This design comes from an exercise in tuning for small area and a short achievable clock period on the open sky130 flow, not from production work. At most, simulation tests tie the RTL to the original design; equivalence was not proved.

==> branch lagoon <==
Design image_enhance, start of the top module:
module image_enhance (
    input  logic        clk,
    input  logic        reset,
    input  logic        stall,
    input  logic [80:0] img,
    input  logic [71:0] fil,
    input  logic [8:0]  add_img,
    output logic [29:0] out
);
==> flow/config.mk <==
export PLATFORM = sky130hd
export DESIGN_NAME = image_enhance
export DESIGN_NICKNAME = image_enhance
export VERILOG_FILES = /design/flow/design.v
export SDC_FILE = /design/flow/constraint.sdc
export NUM_CORES = 4
export LEC_CHECK = 0
export CAP_MARGIN = 20
export CORE_MARGIN = 2
export CORE_UTILIZATION = 55
export CTS_CLUSTER_DIAMETER = 80
export CTS_CLUSTER_SIZE = 30
export SLEW_MARGIN = 20
==> flow/constraint.sdc <==
create_clock -name core_clock -period 20.0 [get_ports {clk}]
set_input_delay 4.0000 -clock core_clock [delete_from_list [all_inputs] [get_ports {clk}]]
set_output_delay 4.0000 -clock core_clock [all_outputs]
set_load 0.01 [all_outputs]
standard.sh (not shown) runs the stock make flow with config.mk's settings and CLKGATE_MAP_FILE= SYNTH_SCRIPT=/design/flow/synth_recipe.tcl, a recipe that flattens the netlist after the stock synthesis.
==> flow/flow/run.sh <==
#!/bin/bash
# Layout flow: the standard synthesis, then a netlist pass that removes
# inverters around the full-adder cells (flow/invopt.py: cell polarities chosen so fewer inverters are needed), then the standard
# ORFS flow from floorplan to finish with the settings in flow/settings.txt.
set -euo pipefail
R=orfs/results/sky130hd/image_enhance/base
bash standard.sh synth > synth.log 2>&1
python3 flow/invopt.py $R/1_2_yosys.v $R/1_2_yosys_invopt.v > invopt.log 2>&1
cp $R/1_2_yosys.v $R/1_2_yosys_orig.v
cp $R/1_2_yosys_invopt.v $R/1_2_yosys.v
rm -f $R/1_synth.odb $R/1_synth.sdc
mapfile -t EXTRA < flow/settings.txt
bash standard.sh "${EXTRA[@]}" finish > finish.log 2>&1
==> flow/flow/settings.txt <==
SETUP_SLACK_MARGIN=14.9
BUFFER_PORTS_ARGS=-buffer_cell sky130_fd_sc_hd__buf_1
Other scripts of this flow, unchanged in this note and not shown: flow/flow/invopt.py
==> branch maple (differences from branch lagoon) <==
==> flow/flow/settings.txt (replaced) <==
SETUP_SLACK_MARGIN=15.0
BUFFER_PORTS_ARGS=-buffer_cell sky130_fd_sc_hd__buf_1
- CORE_UTILIZATION: 55 -> 30
- CTS_CLUSTER_DIAMETER: 80 -> not set
- CTS_CLUSTER_SIZE: 30 -> not set
==> notes <==
Branch lagoon completed without violations. Branch maple finished clean. In area after synthesis, branch maple and branch lagoon do not differ. Core utilization: branch maple is lower than branch lagoon (24 points). Between branch lagoon and branch maple, the lower cell area is in branch lagoon (gap 8.4%, measured against branch maple). In branch lagoon the routed wire length is smaller than in branch maple, by 15%.
==> figures <==
| metric | branch lagoon | branch maple |
|---|---|---|
| Run status | no timing/DRC/antenna violations | no timing/DRC/antenna violations |
| Maximum number of pins on one net before global-route repair | 77 | 74 |
| Highest signal layer in the routed design | met4 | met5 |
| Number of antenna violations at the first check in global routing | 0 | 2 |
| Met3 track demand over resource | 4.05% | 3.57% |
| Met2 global-route usage | 52.3% | 32.3% |
| Count of inverters not on the clock network in the layout | 69 | 71 |
| Transition time at the pin with the least slew margin | 1.01 ns | 0.837 ns |
| Proportion of layout cells with a drive suffix above 1 | 4.07% | 14.3% |
No functional check of the RTL was part of any run of this note.

* * *

==> try-harbor <==
image_enhance, a different RTL version from the one above (not shown whole).
clock: 20.0 ns
lec_check: 0
cap_margin: 20
core_margin: 2
core_utilization: 55
cts_cluster_diameter: 80
cts_cluster_size: 30
slew_margin: 20
==> flow/flow/settings.txt <==
SETUP_SLACK_MARGIN=15.0
BUFFER_PORTS_ARGS=-buffer_cell sky130_fd_sc_hd__buf_1
Scripts as last shown in full above: flow/flow/run.sh
Other scripts of this flow, unchanged in this note and not shown: flow/flow/invopt.py
==> try-sierra (differences from try-harbor) <==
--- a/flow/flow/run.sh
+++ b/flow/flow/run.sh
@@ -1,5 +1,13 @@
 #!/bin/bash
-# Layout flow: the standard synthesis, then a netlist pass that removes
-# inverters around the full-adder cells (flow/invopt.py: cell polarities chosen so fewer inverters are needed), then the standard
-# ORFS flow from floorplan to finish with the settings in flow/settings.txt.
+# Layout flow:
+#  1. the standard synthesis (standard.sh synth), unchanged;
+#  2. flow/invopt.py on its netlist: picks the polarity in which each
+#     full adder and 2-input AND/OR/XOR gate works, so that fewer inverters
+#     are needed, and puts each full adder's latest input on its fastest pin
+#     (the logic and the registers are left as they are);
+#  3. the standard ORFS flow from floorplan to finish, with the make settings
+#     in flow/settings.txt, one per line: ports buffered with buf_1, and
+#     timing repair asked for 14.9 ns of setup slack (a 5.1 ns period), at
+#     the design's clock period and constraints.
+# Each step's output goes to its own log file in the work folder.
 set -euo pipefail
==> flow/flow/settings.txt (replaced) <==
SETUP_SLACK_MARGIN=14.9
BUFFER_PORTS_ARGS=-buffer_cell sky130_fd_sc_hd__buf_1
- CORE_UTILIZATION: 55 -> 80
==> comparison <==
try-sierra produced a clean layout. try-harbor finished with timing, DRC and antenna clean. Between try-harbor and try-sierra, the lower via count is in try-harbor (gap about 10%, measured against try-sierra). In clock-buffer cell count, try-sierra and try-harbor do not differ. Of try-sierra and try-harbor, try-sierra has the higher global-route usage (gap 17 points). In critical path depth, try-sierra and try-harbor do not differ. Sequential cell count is the same in try-harbor and try-sierra.

* * *

==> exp/sierra <==
image_enhance, a different RTL version from the one above (not shown whole).
Settings: LEC_CHECK=0, CAP_MARGIN=20, CORE_MARGIN=2, CORE_UTILIZATION=30, SLEW_MARGIN=20; clock period 20.0 ns.
run.sh (not shown) runs the stock make flow with config.mk's settings and CLKGATE_MAP_FILE= SYNTH_SCRIPT=/design/flow/synth_recipe.tcl, a recipe that flattens the netlist after the stock synthesis.
Stock flow here: none of the scripts above is used.
==> exp/violet: changes against exp/sierra <==
Settings changed: CAP_MARGIN 20 to 50, SLEW_MARGIN 20 to 80.
==> notes <==
exp/violet ran to the end with no violations. exp/sierra produced a clean layout. In exp/violet the clock skew is higher than in exp/sierra, by 0.015 ns. Of exp/violet and exp/sierra, exp/violet has the higher non-clock buffer count (gap 281). Setup slack: exp/sierra is lower than exp/violet (1.2 ns). Of exp/sierra and exp/violet, exp/violet has the higher core utilization (gap 2.7 points).
==> figures <==
item	exp/violet	exp/sierra
Result of the run	finished clean	finished clean
Clock buf count	44	40
Clock network share of area	3.05%	3.37%
Cell count of the worst reg-to-reg path	14	12
Largest incremental delay on the critical path	0.44 ns	0.90 ns
All-Layer GR Usage	18.9%	18.4%
Average wire length per cell after detail routing	21.0 um	22.1 um
Worst Path Max Fanout	36	113
Via density per instance	4.52	4.56
Initial detailed-routing violation count	1429	1176
Ratio of cells with drive above 1 in the final layout	12.4%	2.38%

* * *

==> 07-09: inputs <==
Another version of the RTL of image_enhance (not shown whole).
Design image_enhance, start of the top module:
module image_enhance (
    input  logic        clk,
    input  logic        reset,
    input  logic        stall,
    input  logic [80:0] img,
    input  logic [71:0] fil,
    input  logic [8:0]  add_img,
    output logic [29:0] out
);
    logic [80:0] g_r;
    logic [71:0] f_r;
    logic        v1;      
    always_ff @(posedge clk) begin
        if (!stall) begin
            g_r <= img;
            f_r <= fil;
        end
    end
    logic pp1;
    logic pp2;
    logic pp3;
    logic pp4;
    logic pp5;
    logic pp6;
    logic pp7;
    logic pp8;
    logic pp9;
    logic pp10;
    logic pp11;
    logic pp12;
    logic pp13;
    logic pp14;
    logic pp15;
    logic pp16;
    logic pp17;
    logic pp18;
    logic pp19;
    logic pp20;
    logic pp21;
    logic pp22;
    logic pp23;
    logic pp24;
    logic pp25;
    logic pp26;
    logic pp27;
    logic pp28;
    logic pp29;
    logic pp30;
    logic pp31;
    logic pp32;
    logic pp33;
    logic pp34;
    logic pp35;
    logic pp36;
    logic pp37;
    logic pp38;
    logic pp39;
    logic pp40;
    logic pp41;
    logic pp42;
    logic pp43;
    logic pp44;
    logic pp45;
    logic pp46;
    logic pp47;
    logic pp48;
    logic pp49;
    logic pp50;
    logic pp51;
    logic pp52;
    logic pp53;
    logic pp54;
    logic pp55;
    logic pp56;
    logic pp57;
    logic pp58;
    logic pp59;
    logic pp60;
    logic pp61;
    logic pp62;
    logic pp63;
    logic pp64;
    logic pp65;
    logic pp66;
  ...
Settings: LEC_CHECK=0, CAP_MARGIN=20, CORE_MARGIN=2, CORE_UTILIZATION=30, CTS_BUF_LIST=sky130_fd_sc_hd__clkbuf_8, SLEW_MARGIN=20; clock period 20.0 ns.
standard.sh (not shown) runs the stock make flow with config.mk's settings and CLKGATE_MAP_FILE= SYNTH_SCRIPT=/design/flow/synth_recipe.tcl, a recipe that flattens the netlist after the stock synthesis.
==> flow/flow/run.sh <==
#!/bin/bash
# Layout flow: the standard synthesis, then a netlist pass that removes
# inverters around the full-adder cells (flow/invopt.py: cell polarities chosen so fewer inverters are needed), then the standard
# ORFS flow from floorplan to finish with the settings in flow/settings.txt.
set -euo pipefail
R=orfs/results/sky130hd/image_enhance/base
bash standard.sh synth > synth.log 2>&1
python3 flow/invopt.py $R/1_2_yosys.v $R/1_2_yosys_invopt.v > invopt.log 2>&1
cp $R/1_2_yosys.v $R/1_2_yosys_orig.v
cp $R/1_2_yosys_invopt.v $R/1_2_yosys.v
rm -f $R/1_synth.odb $R/1_synth.sdc
mapfile -t EXTRA < flow/settings.txt
bash standard.sh "${EXTRA[@]}" finish > finish.log 2>&1
Other scripts of this flow, unchanged in this note and not shown: flow/flow/invopt.py, flow/flow/settings.txt
==> inputs of 12-25, as changes to 07-09 <==
--- a/flow/design.v
+++ b/flow/design.v
@@ -3977,31 +3977,35 @@
     logic [19:0] x1, x0, x;
     assign x1 = {c1974, c1972, c1970, c1968, c1966, c1964, c1962, c1960, c1958, c1956, c1954, c1952, c1950, c1948, c1946, c1944, c1942, c1940, c1938, s1937} + {c1936, s1973, s1971, s1969, s1967, s1965, s1963, s1961, s1959, s1957, s1955, s1953, s1951, s1949, s1947, s1945, s1943, s1941, s1939, s1899};
     assign x0 = 20'd510 + 20'(d2 ? a_r : 9'd0);
     assign x = (s2 & d2) ? x1 : x0;
     logic [16:0] xh_r;
     logic        xn_r;
+    logic        on_r;    
     logic        d3;      
     always_ff @(posedge clk) begin
         if (!stall) begin
             xh_r <= x[19:3];
             xn_r <= x[19] & (|x[2:0]);
+            on_r <= x[19] & ~((&x[18:3]) & (|x[2:0]));
         end
     end
     logic signed [16:0] o_r;
-    logic               o_s;
+    logic               o_s, o_t;
     always_ff @(posedge clk) begin
         if (reset) begin
             o_r <= 17'd0;
             o_s <= 1'b0;
+            o_t <= 1'b0;
         end else if (!stall) begin
             o_r <= d3 ? xh_r + {16'd0, xn_r} : 17'd0;
             o_s <= d3 & xh_r[16] & ~(xn_r & (&xh_r[15:0]));
+            o_t <= d3 & on_r;
         end
     end
-    assign out = {{7{o_s}}, {7{o_r[16]}}, o_r[15:0]};
+    assign out = {{4{o_t}}, {5{o_s}}, {5{o_r[16]}}, o_r[15:0]};
     always_ff @(posedge clk) begin
         if (reset) begin
             v1 <= 1'b0;
             s2 <= 1'b0;
             d2 <= 1'b0;
             d3 <= 1'b0;
CTS_BUF_LIST = not set   (was sky130_fd_sc_hd__clkbuf_8)
==> results.sh <==
export IMPL_wire_per_inst_um=23.95
export IMPL_synth_area_um2=26310
export IMPL_drt_wl_total_um=83670
export IMPL_final_cells=3494
export IMPL_status="no timing/DRC/antenna violations"
export IMPL_max_freq_mhz=195.8
export IMPL_r2r_slack_ns=15.04
export IMPL_grt_pass1_vias=18780
export IMPL_clock_skew_final_ns=0.03762
Source of the figures above: 12-25

==> results.sh <==
export IMPL_multi_input_cells=1615
export IMPL_synth_area_um2=26190
export IMPL_max_freq_mhz=192.8
export IMPL_r2r_slack_ns=15.05
export IMPL_wire_per_inst_um=24.05
export IMPL_status="no timing/DRC/antenna violations"
export IMPL_grt_pass1_vias=18560
export IMPL_final_cells=3498
export IMPL_clock_skew_final_ns=0.03692
export IMPL_drt_vias_per_instance=4.887
Source of the figures above: 07-09

No run of this note included a check of the RTL's function; only the layout flow was run.

afterwards: timing with drivers on the ports:
How much do the figures lean on ideal ports? The routed layouts below were timed once more, with nothing changed but the port constraints. Step 1 sets driving cells, clkbuf_16 on the clock port and buf_2 on the other inputs (assumed; they add their load-dependent delay and slew). Step 2 moves the port delays by t, midway between the first and last clock arrival at a register: inputs arrive t later, outputs are due t later. That takes back most of the time a late clock gives input paths. a / b / c = no drivers / after step 1 / after step 2; a / b = the first two.
run | t, ns | slack for setup (ns) | worst setup path at the end | latest minus earliest clock arrival (ns) | pins driven straight from the clock port
branch lagoon | 0.599 | 14.903 / 14.844 / 14.430 | input to register | 0.036 / 0.035 | 1
branch maple | 0.669 | 14.897 / 14.828 / 14.437 | input to register | 0.026 / 0.026 | 1
try-harbor | 0.609 | 14.905 / 14.846 / 14.512 | input to register | 0.025 / 0.025 | 1
try-sierra | 0.577 | 14.910 / 14.855 / 14.430 | input to register | 0.032 / 0.032 | 1
exp/sierra | 0.615 | 13.007 / 13.039 / 12.425 | input to register | 0.012 / 0.013 | 1
exp/violet | 0.623 | 14.207 / 14.241 / 13.619 | input to register | 0.027 / 0.027 | 1
07-09 | 0.706 | 14.814 / 14.755 / 14.314 | input to register | 0.038 / 0.037 | 1
12-25 | 0.646 | 14.893 / 14.828 / 14.469 | input to register | 0.037 / 0.038 | 1
After both steps setup and hold are still met in every run listed. The setup slack of exp/violet, which loses most, moves by +0.034 ns with the drivers and by -0.588 ns with both steps.
